This is an optimization exercise on Yosys and OpenROAD, whose aim is small area, a short achievable clock period and few clock cycles, not a production implementation.
The RTL was checked by simulation tests, not by an equivalence proof against the original design.
The flow treats the clock pin as an ideal source, which a real chip does not have.
Power figures rest on the tool's default switching activity, not on a simulated workload.

// mips
module mips(
	input wire clk,
	input wire rst,
	output wire [31:0] INST_ADDR,
	input wire [31:0] INST_DATA,
	output wire [31:0] DMEM_ADDR,
	output wire DMEM_WE,
	output wire [31:0] DMEM_WDATA,
	input wire [31:0] DMEM_RDATA
	);
	genvar gk, gb;
	reg  [31:0] pc;
	reg  [31:0] ras;
	reg         e_ld, e_st, e_br, e_bx, e_jr;      
	reg         e_cst;                   
	reg  [4:0]  e_rd;                    
	reg         e_fa_lo, e_fa_hi;
	reg         c_ab, c_mb, c_am, c_mm;
	reg         j_a, j_m;                
	reg         e_fb;                    
	reg         x_b, x_bn, x_m, x_mn, x_i, x_in;
	reg         h_b, h_br, h_m, h_mr;
	reg         e_sub;                   
	reg         s_m, s_a, s_c;
	reg         r_add, r_slt, r_and, r_or, r_xor, r_nor, r_srl, r_sll, r_b;
	reg         e_sra;
	reg  [4:0]  e_sa;
	reg  [31:0] e_a, e_b;
	reg  [31:0] e_x;
	reg         m_we, m_ld;
	reg  [4:0]  m_rd;
	reg  [31:0] m_res, m_wd;
	reg  [31:0] rf [1:31];
	reg  [31:1] rf_v;
	wire [31:0] fa = {{16{e_fa_hi}}, {16{e_fa_lo}}};
	wire [31:0] a = (fa & m_res) | (~fa & e_a);
	wire [31:0] bx = ({32{x_b}} & e_b) | ({32{x_bn}} & ~e_b)
	               | ({32{x_m}} & m_res) | ({32{x_mn}} & ~m_res)
	               | ({32{x_i}} & e_x) | ({32{x_in}} & ~e_x);
	wire [4:0]  sa;
	generate for (gb = 0; gb < 5; gb = gb + 1) begin : sam
		wire n0, n1, n2;
		g_nand2 u0(.a(s_m), .b(m_res[gb]), .y(n0));
		g_nand2 u1(.a(s_a), .b(e_a[gb]), .y(n1));
		g_nand2 u2(.a(s_c), .b(e_sa[gb]), .y(n2));
		g_nand3 u3(.a(n0), .b(n1), .c(n2), .y(sa[gb]));
	end endgenerate
	wire [31:0] sum, p, g;
	ks_add32 add(.a(a), .b(bx), .cin(e_sub), .s(sum), .p(p), .g0(g));
	wire [31:0] pg = p | g;                           
  ...
For scale: roughly 160 I/O pins.
==> flow/config.mk <==
export PLATFORM = sky130hd
export DESIGN_NAME = mips
export DESIGN_NICKNAME = mips
export VERILOG_FILES = /design/flow/design.v
export SDC_FILE = /design/flow/constraint.sdc
export NUM_CORES = 8
export LEC_CHECK = 0
export CAP_MARGIN = 20
export CORE_MARGIN = 2
export CORE_UTILIZATION = 40
export SLEW_MARGIN = 20
export SYNTH_HIERARCHICAL = 1
export SYNTH_MINIMUM_KEEP_SIZE = 0
==> flow/constraint.sdc <==
create_clock -name core_clock -period 10.0 [get_ports {clk}]
set_input_delay 2.0000 -clock core_clock [delete_from_list [all_inputs] [get_ports {clk}]]
set_output_delay 2.0000 -clock core_clock [all_outputs]
set_load 0.01 [all_outputs]
standard.sh (not shown) runs the stock make flow with config.mk's settings and CLKGATE_MAP_FILE= SYNTH_SCRIPT=/design/flow/synth_recipe.tcl, a recipe that flattens the netlist after the stock synthesis.
==> flow/flow/run.sh <==
#!/bin/bash
set -euo pipefail
MARGIN=6.5
bash standard.sh synth > synth.log 2>&1
SYNTH_ODB=orfs/results/sky130hd/mips/base/1_synth.odb openroad -no_init -exit flow/downsize.tcl > downsize.log 2>&1
bash standard.sh SETUP_SLACK_MARGIN=$MARGIN "CTS_ARGS=-sink_clustering_enable -repair_clock_nets -dont_use_dummy_load -buf_list sky130_fd_sc_hd__clkbuf_8 -sink_clustering_size 20" "BUFFER_PORTS_ARGS=-buffer_cell sky130_fd_sc_hd__buf_4" finish > layout.log 2>&1
==> flow/flow/downsize.tcl <==
# Set every combinational cell that synthesis mapped to a larger drive
# strength back to its smallest variant; the timing repair later in the flow
# sizes up the cells that need it.
set odb $::env(SYNTH_ODB)
read_db $odb
set db [ord::get_db]
set n 0
foreach inst [[ord::get_db_block] getInsts] {
  set m [$inst getMaster]
  set name [$m getName]
  if {[regexp {^sky130_fd_sc_hd__(df|edf|sdf|dl|sdl|conb|tap|fill|decap|diode)} $name]} { continue }
  if {[regexp {^(sky130_fd_sc_hd__[a-z0-9]+)_([0-9]+)$} $name -> base size] && $size > 1} {
    foreach s {1 0} {
      set nm [$db findMaster ${base}_$s]
      if {$nm ne "NULL" && $nm ne ""} {
        $inst swapMaster $nm
        incr n
        break
      }
    }
  }
}
puts "downsized $n cells"
write_db $odb
Testbench counts at the start, summed over its fixed seeds: cycles 74,576.
==> next run, changes <==
==> flow/flow/run.sh (replaced) <==
#!/bin/bash
set -euo pipefail
MARGIN=6.6
bash standard.sh synth > synth.log 2>&1
SYNTH_ODB=orfs/results/sky130hd/mips/base/1_synth.odb openroad -no_init -exit flow/downsize.tcl > downsize.log 2>&1
bash standard.sh SETUP_SLACK_MARGIN=$MARGIN "CTS_ARGS=-sink_clustering_enable -repair_clock_nets -dont_use_dummy_load -buf_list sky130_fd_sc_hd__clkbuf_16 -sink_clustering_size 30 -sink_clustering_max_diameter 80" finish > layout.log 2>&1
PLACE_DENSITY = 0.7   (was default)
Effect:
- worst setup slack got worse by 0.14 ns
- wire length is lower by 2.1%
- critical path depth is higher by 5
- fmax is lower by 3.6%
==> next run, changes <==
==> flow/flow/run.sh (replaced) <==
#!/bin/bash
set -euo pipefail
MARGIN=6.7
bash standard.sh synth > synth.log 2>&1
SYNTH_ODB=orfs/results/sky130hd/mips/base/1_synth.odb openroad -no_init -exit flow/downsize.tcl > downsize.log 2>&1
bash standard.sh SETUP_SLACK_MARGIN=$MARGIN "CTS_ARGS=-sink_clustering_enable -repair_clock_nets -dont_use_dummy_load -buf_list sky130_fd_sc_hd__clkbuf_8 -sink_clustering_size 20" finish > layout.log 2>&1
SLEW_MARGIN = 40   (was 20)
The changed run completed with no timing, DRC or antenna violations.
Sequential power goes up slightly.
Total power grows by a few percent.
Global-route usage came out lower by 0.60 points.
Via count barely changes.
==> next run, changes <==
--- a/flow/flow/run.sh
+++ b/flow/flow/run.sh
@@ -1,5 +1,5 @@
 #!/bin/bash
 set -euo pipefail
-MARGIN=6.7
+MARGIN=6.5
 bash standard.sh synth > synth.log 2>&1
 SYNTH_ODB=orfs/results/sky130hd/mips/base/1_synth.odb openroad -no_init -exit flow/downsize.tcl > downsize.log 2>&1
SLEW_MARGIN = 75   (was 40)
Sequential share of layout area fell by 0.68 points.
Total power increases by 0.79%.
Wire length came out higher by 2.5%.
Maximum frequency goes down by 0.55%.
==> next run, changes <==
==> flow/flow/run.sh (replaced) <==
#!/bin/bash
set -euo pipefail
MARGIN=6.4
bash standard.sh synth > synth.log 2>&1
SYNTH_ODB=orfs/results/sky130hd/mips/base/1_synth.odb openroad -no_init -exit flow/downsize.tcl > downsize.log 2>&1
export RC_SCALE=1.1
H=$PWD/flow/rcscale.tcl
bash standard.sh SETUP_SLACK_MARGIN=$MARGIN "CTS_ARGS=-sink_clustering_enable -repair_clock_nets -dont_use_dummy_load -buf_list sky130_fd_sc_hd__clkbuf_8 -sink_clustering_size 20" \
  PRE_FLOORPLAN_TCL=$H PRE_GLOBAL_PLACE_TCL=$H PRE_RESIZE_TCL=$H PRE_CTS_TCL=$H PRE_GLOBAL_ROUTE_TCL=$H \
  finish > layout.log 2>&1
==> flow/flow/rcscale.tcl (new file) <==
set k $::env(RC_SCALE)
foreach {layer c r} {
  li1  1.499e-04   7.176e-02
  met1 1.72375e-04 8.929e-04
  met2 1.36233e-04 8.929e-04
  met3 2.14962e-04 1.567e-04
  met4 1.48128e-04 1.567e-04
  met5 1.54087e-04 1.781e-05
} {
  set_layer_rc -layer $layer -capacitance [expr {$c * $k}] -resistance [expr {$r * $k}]
}
set_wire_rc -signal -layer met1
set_wire_rc -clock -layer met3
PLACE_DENSITY = default   (was 0.7)
SLEW_MARGIN = 20   (was 75)
=> The new run completed without violations. Die area is unchanged. Core utilization fell by 1.6 points. Design area goes down by 3.3%. Total power increases by 0.55%. Worst setup slack degrades by 0.12 ns. Global-route usage increases by 1.2 points. Wire length increases by 2.9%.

==> static timing again, ports no longer ideal <==
Ports are ideal in the flow. The routed layouts listed here were re-timed in OpenROAD.
Step 1 (the two cells are an assumption about what drives the block):
set clk [get_ports {clk}]
set_driving_cell -lib_cell sky130_fd_sc_hd__clkbuf_16 $clk
set_driving_cell -lib_cell sky130_fd_sc_hd__buf_2 [delete_from_list [all_inputs] $clk]
Step 2, shift: input delay + t, output delay - t, t = (earliest + latest rising clock arrival at the registers) / 2. This alone moves slack from input paths to output paths.
Slacks: no drivers / after step 1 / after step 2; pairs: no drivers / after step 1.
| run | shift t [ns] | setup WS [ns] | clock arrival spread, ns | worst data-port slew with drivers (ns) | pins driven straight from the clock port |
|---|---|---|---|---|---|
| the first run | 1.032 | 6.313 / 6.303 / 5.277 | 0.138 / 0.138 | 0.15 | 1 |
| the second run | 0.776 | 6.174 / 6.213 / 5.437 | 0.113 / 0.114 | 0.12 | 1 |
| the third run | 1.024 | 6.370 / 6.307 / 5.374 | 0.112 / 0.111 | 0.16 | 1 |
| the fourth run | 1.040 | 6.350 / 6.265 / 5.433 | 0.120 / 0.121 | 0.17 | 1 |
| the fifth run | 1.076 | 6.226 / 6.220 / 5.144 | 0.095 / 0.096 | 0.18 | 1 |
After both steps setup and hold are still met in every run listed. The setup slack of the fifth run, which loses most, moves by -0.006 ns with the drivers and by -1.082 ns with both steps.
